Context: an optimization exercise on an open-source flow, tuned for small area. The choices shown serve that exercise and are no tape-out recipe. Only simulation tests tie the RTL to the original design; equivalence was not proved. Power and IR drop assume default switching activity.

==> v33: inputs <==
==> flow/design.v (excerpt) <==
module axis_fir_15 #
    (
        parameter integer C_S00_AXIS_TDATA_WIDTH    = 64,
        parameter integer C_M00_AXIS_TDATA_WIDTH    = 64
    )
    (
        input wire  s00_axis_aclk, s00_axis_aresetn,
        input wire  s00_axis_tlast, s00_axis_tvalid,
        input wire [C_S00_AXIS_TDATA_WIDTH-1 : 0] s00_axis_tdata,
        input wire [(C_S00_AXIS_TDATA_WIDTH/8)-1: 0] s00_axis_tstrb,
        output logic  s00_axis_tready,
        input wire  m00_axis_aclk, m00_axis_aresetn,
        input wire  m00_axis_tready,
        output logic  m00_axis_tvalid, m00_axis_tlast,
        output logic [C_M00_AXIS_TDATA_WIDTH-1 : 0] m00_axis_tdata,
        output logic [(C_M00_AXIS_TDATA_WIDTH/8)-1: 0] m00_axis_tstrb
    );
==> flow/config.mk <==
export PLATFORM = sky130hd
export DESIGN_NAME = axis_fir_15
export DESIGN_NICKNAME = axis_fir_15
export VERILOG_FILES = /design/flow/design.v
export SDC_FILE = /design/flow/constraint.sdc
export NUM_CORES = 8
export LEC_CHECK = 0
export CAP_MARGIN = 20
export CORE_MARGIN = 2
export CORE_UTILIZATION = 75
export CTS_BUF_LIST = sky130_fd_sc_hd__clkbuf_8
export CTS_CLUSTER_DIAMETER = 60
export CTS_CLUSTER_SIZE = 16
export SLEW_MARGIN = 20
export SYNTH_HIERARCHICAL = 1
==> flow/constraint.sdc <==
create_clock -name core_clock -period 12.0 [get_ports {s00_axis_aclk}]
set_input_delay 2.4000 -clock core_clock [delete_from_list [all_inputs] [get_ports {s00_axis_aclk}]]
set_output_delay 2.4000 -clock core_clock [all_outputs]
set_load 0.01 [all_outputs]
standard.sh (not shown) runs the stock make flow with config.mk's settings and CLKGATE_MAP_FILE= SYNTH_SCRIPT=/design/flow/synth_recipe.tcl, a recipe that flattens the netlist after the stock synthesis.
==> flow/flow/run.sh <==
#!/bin/bash
set -euo pipefail
export BUFFER_PORTS_ARGS="-buffer_cell sky130_fd_sc_hd__buf_1"
export CTS_ARGS="-sink_clustering_enable -repair_clock_nets -buf_list sky130_fd_sc_hd__clkbuf_8 -sink_clustering_size 19 -sink_clustering_max_diameter 60 -dont_use_dummy_load"
bash standard.sh > standard.log 2>&1
==> inputs of v5, as changes to v33 <==
==> flow/flow/run.sh (replaced) <==
#!/bin/bash
set -euo pipefail
export BUFFER_PORTS_ARGS="-buffer_cell sky130_fd_sc_hd__buf_1"
export CTS_ARGS="-sink_clustering_enable -repair_clock_nets -buf_list sky130_fd_sc_hd__clkbuf_8 -sink_clustering_size 18 -sink_clustering_max_diameter 60 -dont_use_dummy_load"
bash standard.sh > standard.log 2>&1
==> flow_summary_export.csv <==
group,metric,value,unit
outcome,status,"timing/DRC/antenna clean",
timing,hold_slack,0.4458,ns
drt,drtIter0Drc,5537,
final_layout,num_antenna_cells,2,
setup_path,r2r_slack,0.49,ns
timing,finClkSkew,0.08550,ns
drt,wl_met1,99.63,mm
hold_path,min-delay-start,"xs[63][2]",
power,seq_power_share,62.7,%
# the run above: v33

==> flow_summary_export.csv <==
group,metric,value,unit
timing,finClkSkew,0.06078,ns
outcome,status,"timing/DRC/antenna clean",
timing,hold_slack,0.4538,ns
hold_path,min-delay-start,"xs[3][4]",
setup_path,startpoint_type,"flip-flop",
drt,drtIter0Drc,5428,
setup_path,r2r_slack,0.51,ns
final_layout,num_antenna_cells,1,
# the run above: v5


========
==> inputs of wip/amber <==
Another version of the RTL of axis_fir_15 (not shown whole).
clock: 12.0 ns
lec_check: 0
cap_margin: 20
core_margin: 2
core_utilization: 75
cts_buf_list: sky130_fd_sc_hd__clkbuf_8
cts_cluster_diameter: 60
cts_cluster_size: 16
slew_margin: 20
synth_hierarchical: 1
==> flow/flow/run.sh <==
#!/bin/bash
set -euo pipefail
export BUFFER_PORTS_ARGS="-buffer_cell sky130_fd_sc_hd__buf_1"
export CTS_ARGS="-sink_clustering_enable -repair_clock_nets -buf_list {sky130_fd_sc_hd__clkbuf_4 sky130_fd_sc_hd__clkbuf_8} -sink_clustering_buffer sky130_fd_sc_hd__clkbuf_4 -sink_clustering_size 10 -sink_clustering_max_diameter 40 -dont_use_dummy_load"
bash standard.sh > standard.log 2>&1
==> wip/lagoon: changes against wip/amber <==
--- a/flow/design.v
+++ b/flow/design.v
@@ -3125,24 +3125,17 @@
     assign s1802 = acc[39] ^ 1'b1;
     assign c1803 = acc[39] & 1'b1;
     wire s1804;
     wire c1805;
     assign s1804 = acc[40] ^ 1'b1;
     assign c1805 = acc[40] & 1'b1;
     wire [AW-1:0] ra = {c1803, c1801, c1799, c1797, s1796, c1787, c1785, c1783, c1781, c1779, c1777, c1775, c1773, c1771, c1769, c1767, c1765, c1763, c1761, c1759, c1757, c1755, c1753, c1751, c1749, c1747, c1745, c1743, c1741, c1739, c1737, c1735, c1733, c1731, c1729, c1795, s1794, s1792, s1790, s1726, s1662};
     wire [AW-1:0] rb = {s1804, s1802, s1800, s1798, 1'b1, s1788, s1786, s1784, s1782, s1780, s1778, s1776, s1774, s1772, s1770, s1768, s1766, s1764, s1762, s1760, s1758, s1756, s1754, s1752, s1750, s1748, s1746, s1744, s1742, s1740, s1738, s1736, s1734, s1732, s1730, s1728, 1'b1, 1'b0, 1'b0, 1'b0, 1'b0};
-    wire [11:0] rc;
-    wire [AW-1:0] sum;
-    assign sum[0] = ra[0] ^ rb[0];
-    assign rc[0] = ra[0] & rb[0];
-    for (genvar j = 1; j < 12; j++) begin : g_rip
-        fa_cell u_r (.a(ra[j]), .b(rb[j]), .c(rc[j-1]), .s(sum[j]), .co(rc[j]));
-    end
-    assign sum[AW-1:12] = ra[AW-1:12] + rb[AW-1:12] + {{(AW-12-1){1'b0}}, rc[11]};
+    wire [AW-1:0] sum = ra + rb;
     logic [AW-1:0] acc_d;
     for (genvar j = 0; j < AW; j++) begin : g_acc
         hold1 u_h (.d(sum[j]), .q(acc[j]), .en(load_r), .en_n(hold_r), .y(acc_d[j]));
     end
     always_ff @(posedge s00_axis_aclk) acc <= acc_d;
     assign m00_axis_tdata = {{(64-AW){acc[AW-1]}}, acc};
 endmodule
 module fa_cell (input wire a, b, c, output wire s, co);
==> flow/flow/run.sh (replaced) <==
#!/bin/bash
set -euo pipefail
export BUFFER_PORTS_ARGS="-buffer_cell sky130_fd_sc_hd__buf_1"
export CTS_ARGS="-sink_clustering_enable -repair_clock_nets -buf_list sky130_fd_sc_hd__clkbuf_8 -sink_clustering_size 16 -sink_clustering_max_diameter 60 -dont_use_dummy_load"
bash standard.sh > standard.log 2>&1
CORE_UTILIZATION = 60   (was 75)
==> wip/xenon: changes against wip/amber <==
--- a/flow/design.v
+++ b/flow/design.v
@@ -3125,24 +3125,17 @@
     assign s1802 = acc[39] ^ 1'b1;
     assign c1803 = acc[39] & 1'b1;
     wire s1804;
     wire c1805;
     assign s1804 = acc[40] ^ 1'b1;
     assign c1805 = acc[40] & 1'b1;
     wire [AW-1:0] ra = {c1803, c1801, c1799, c1797, s1796, c1787, c1785, c1783, c1781, c1779, c1777, c1775, c1773, c1771, c1769, c1767, c1765, c1763, c1761, c1759, c1757, c1755, c1753, c1751, c1749, c1747, c1745, c1743, c1741, c1739, c1737, c1735, c1733, c1731, c1729, c1795, s1794, s1792, s1790, s1726, s1662};
     wire [AW-1:0] rb = {s1804, s1802, s1800, s1798, 1'b1, s1788, s1786, s1784, s1782, s1780, s1778, s1776, s1774, s1772, s1770, s1768, s1766, s1764, s1762, s1760, s1758, s1756, s1754, s1752, s1750, s1748, s1746, s1744, s1742, s1740, s1738, s1736, s1734, s1732, s1730, s1728, 1'b1, 1'b0, 1'b0, 1'b0, 1'b0};
-    wire [11:0] rc;
-    wire [AW-1:0] sum;
-    assign sum[0] = ra[0] ^ rb[0];
-    assign rc[0] = ra[0] & rb[0];
-    for (genvar j = 1; j < 12; j++) begin : g_rip
-        fa_cell u_r (.a(ra[j]), .b(rb[j]), .c(rc[j-1]), .s(sum[j]), .co(rc[j]));
-    end
-    assign sum[AW-1:12] = ra[AW-1:12] + rb[AW-1:12] + {{(AW-12-1){1'b0}}, rc[11]};
+    wire [AW-1:0] sum = ra + rb;
     logic [AW-1:0] acc_d;
     for (genvar j = 0; j < AW; j++) begin : g_acc
         hold1 u_h (.d(sum[j]), .q(acc[j]), .en(load_r), .en_n(hold_r), .y(acc_d[j]));
     end
     always_ff @(posedge s00_axis_aclk) acc <= acc_d;
     assign m00_axis_tdata = {{(64-AW){acc[AW-1]}}, acc};
 endmodule
 module fa_cell (input wire a, b, c, output wire s, co);
==> flow/flow/run.sh (replaced) <==
#!/bin/bash
set -euo pipefail
export BUFFER_PORTS_ARGS="-buffer_cell sky130_fd_sc_hd__buf_1"
export CTS_ARGS="-sink_clustering_enable -repair_clock_nets -buf_list sky130_fd_sc_hd__clkbuf_8 -sink_clustering_size 18 -sink_clustering_max_diameter 60 -dont_use_dummy_load"
bash standard.sh > standard.log 2>&1
==> comparison table <==
| metric | wip/lagoon | wip/amber | wip/xenon |
|---|---|---|---|
| CP peak stage delay | 0.61 ns | 0.63 ns | 0.63 ns |
| Weighted congestion reported at the end of routability-driven placement | 0.919 | 0.906 | 0.928 |
| Cell count of the worst reg-to-reg path | 20 | 27 | 20 |
| CTS Buf Count | 232 | 411 | 210 |
| Total combinational power | 2.93 mW | 2.39 mW | 2.94 mW |
| Internal reg-to-reg setup slack | 4.26 ns | 1.22 ns | 4.15 ns |
| Number of diodes added for antenna fixing | 9 | 2 | 2 |
| Proportion of total power due to net switching | 0.276 | 0.266 | 0.275 |
| Filler Cell Count | 14500 | 9088 | 9078 |
| Result of the run | complete, no violations | complete, no violations | complete, no violations |
| Cell total after placement | 10700 | 10100 | 10200 |
| Hold Worst Slack | 0.436 ns | 0.429 ns | 0.437 ns |
| Fraction of the mapped netlist area in compound gates | 0.258 | 0.257 | 0.258 |

[static timing again, ports no longer ideal]
No port has a modelled driver above. Below, the same layouts with a new extraction and two added sets of constraints.
Step 1, drivers: a clkbuf_16 drives s00_axis_aclk and a buf_2 each remaining input, both assumed.
Step 2, shift: input delay + t, output delay - t, t = (earliest + latest rising clock arrival at the registers) / 2. This alone moves slack from input paths to output paths.
Three values: ideal ports, drivers, drivers and shift; two values: the first two.
run | t (ns) | setup WS [ns] | worst register clock-pin slew, ns | cell pins on the clock port's net
v33 | 0.983 | 0.488 / 0.488 / 0.488 | 0.12 / 0.12 | 1
v5 | 0.987 | 0.507 / 0.507 / 0.507 | 0.11 / 0.11 | 1
wip/amber | 1.064 | 1.219 / 1.219 / 1.219 | 0.12 / 0.12 | 1
wip/lagoon | 1.083 | 4.265 / 4.265 / 4.265 | 0.11 / 0.11 | 1
wip/xenon | 0.992 | 4.154 / 4.154 / 4.084 | 0.12 / 0.12 | 1
After both steps setup and hold are still met in every run listed. For wip/xenon, which loses most, drivers alone change the setup slack by 0.000 ns; drivers and shift together by -0.070 ns.
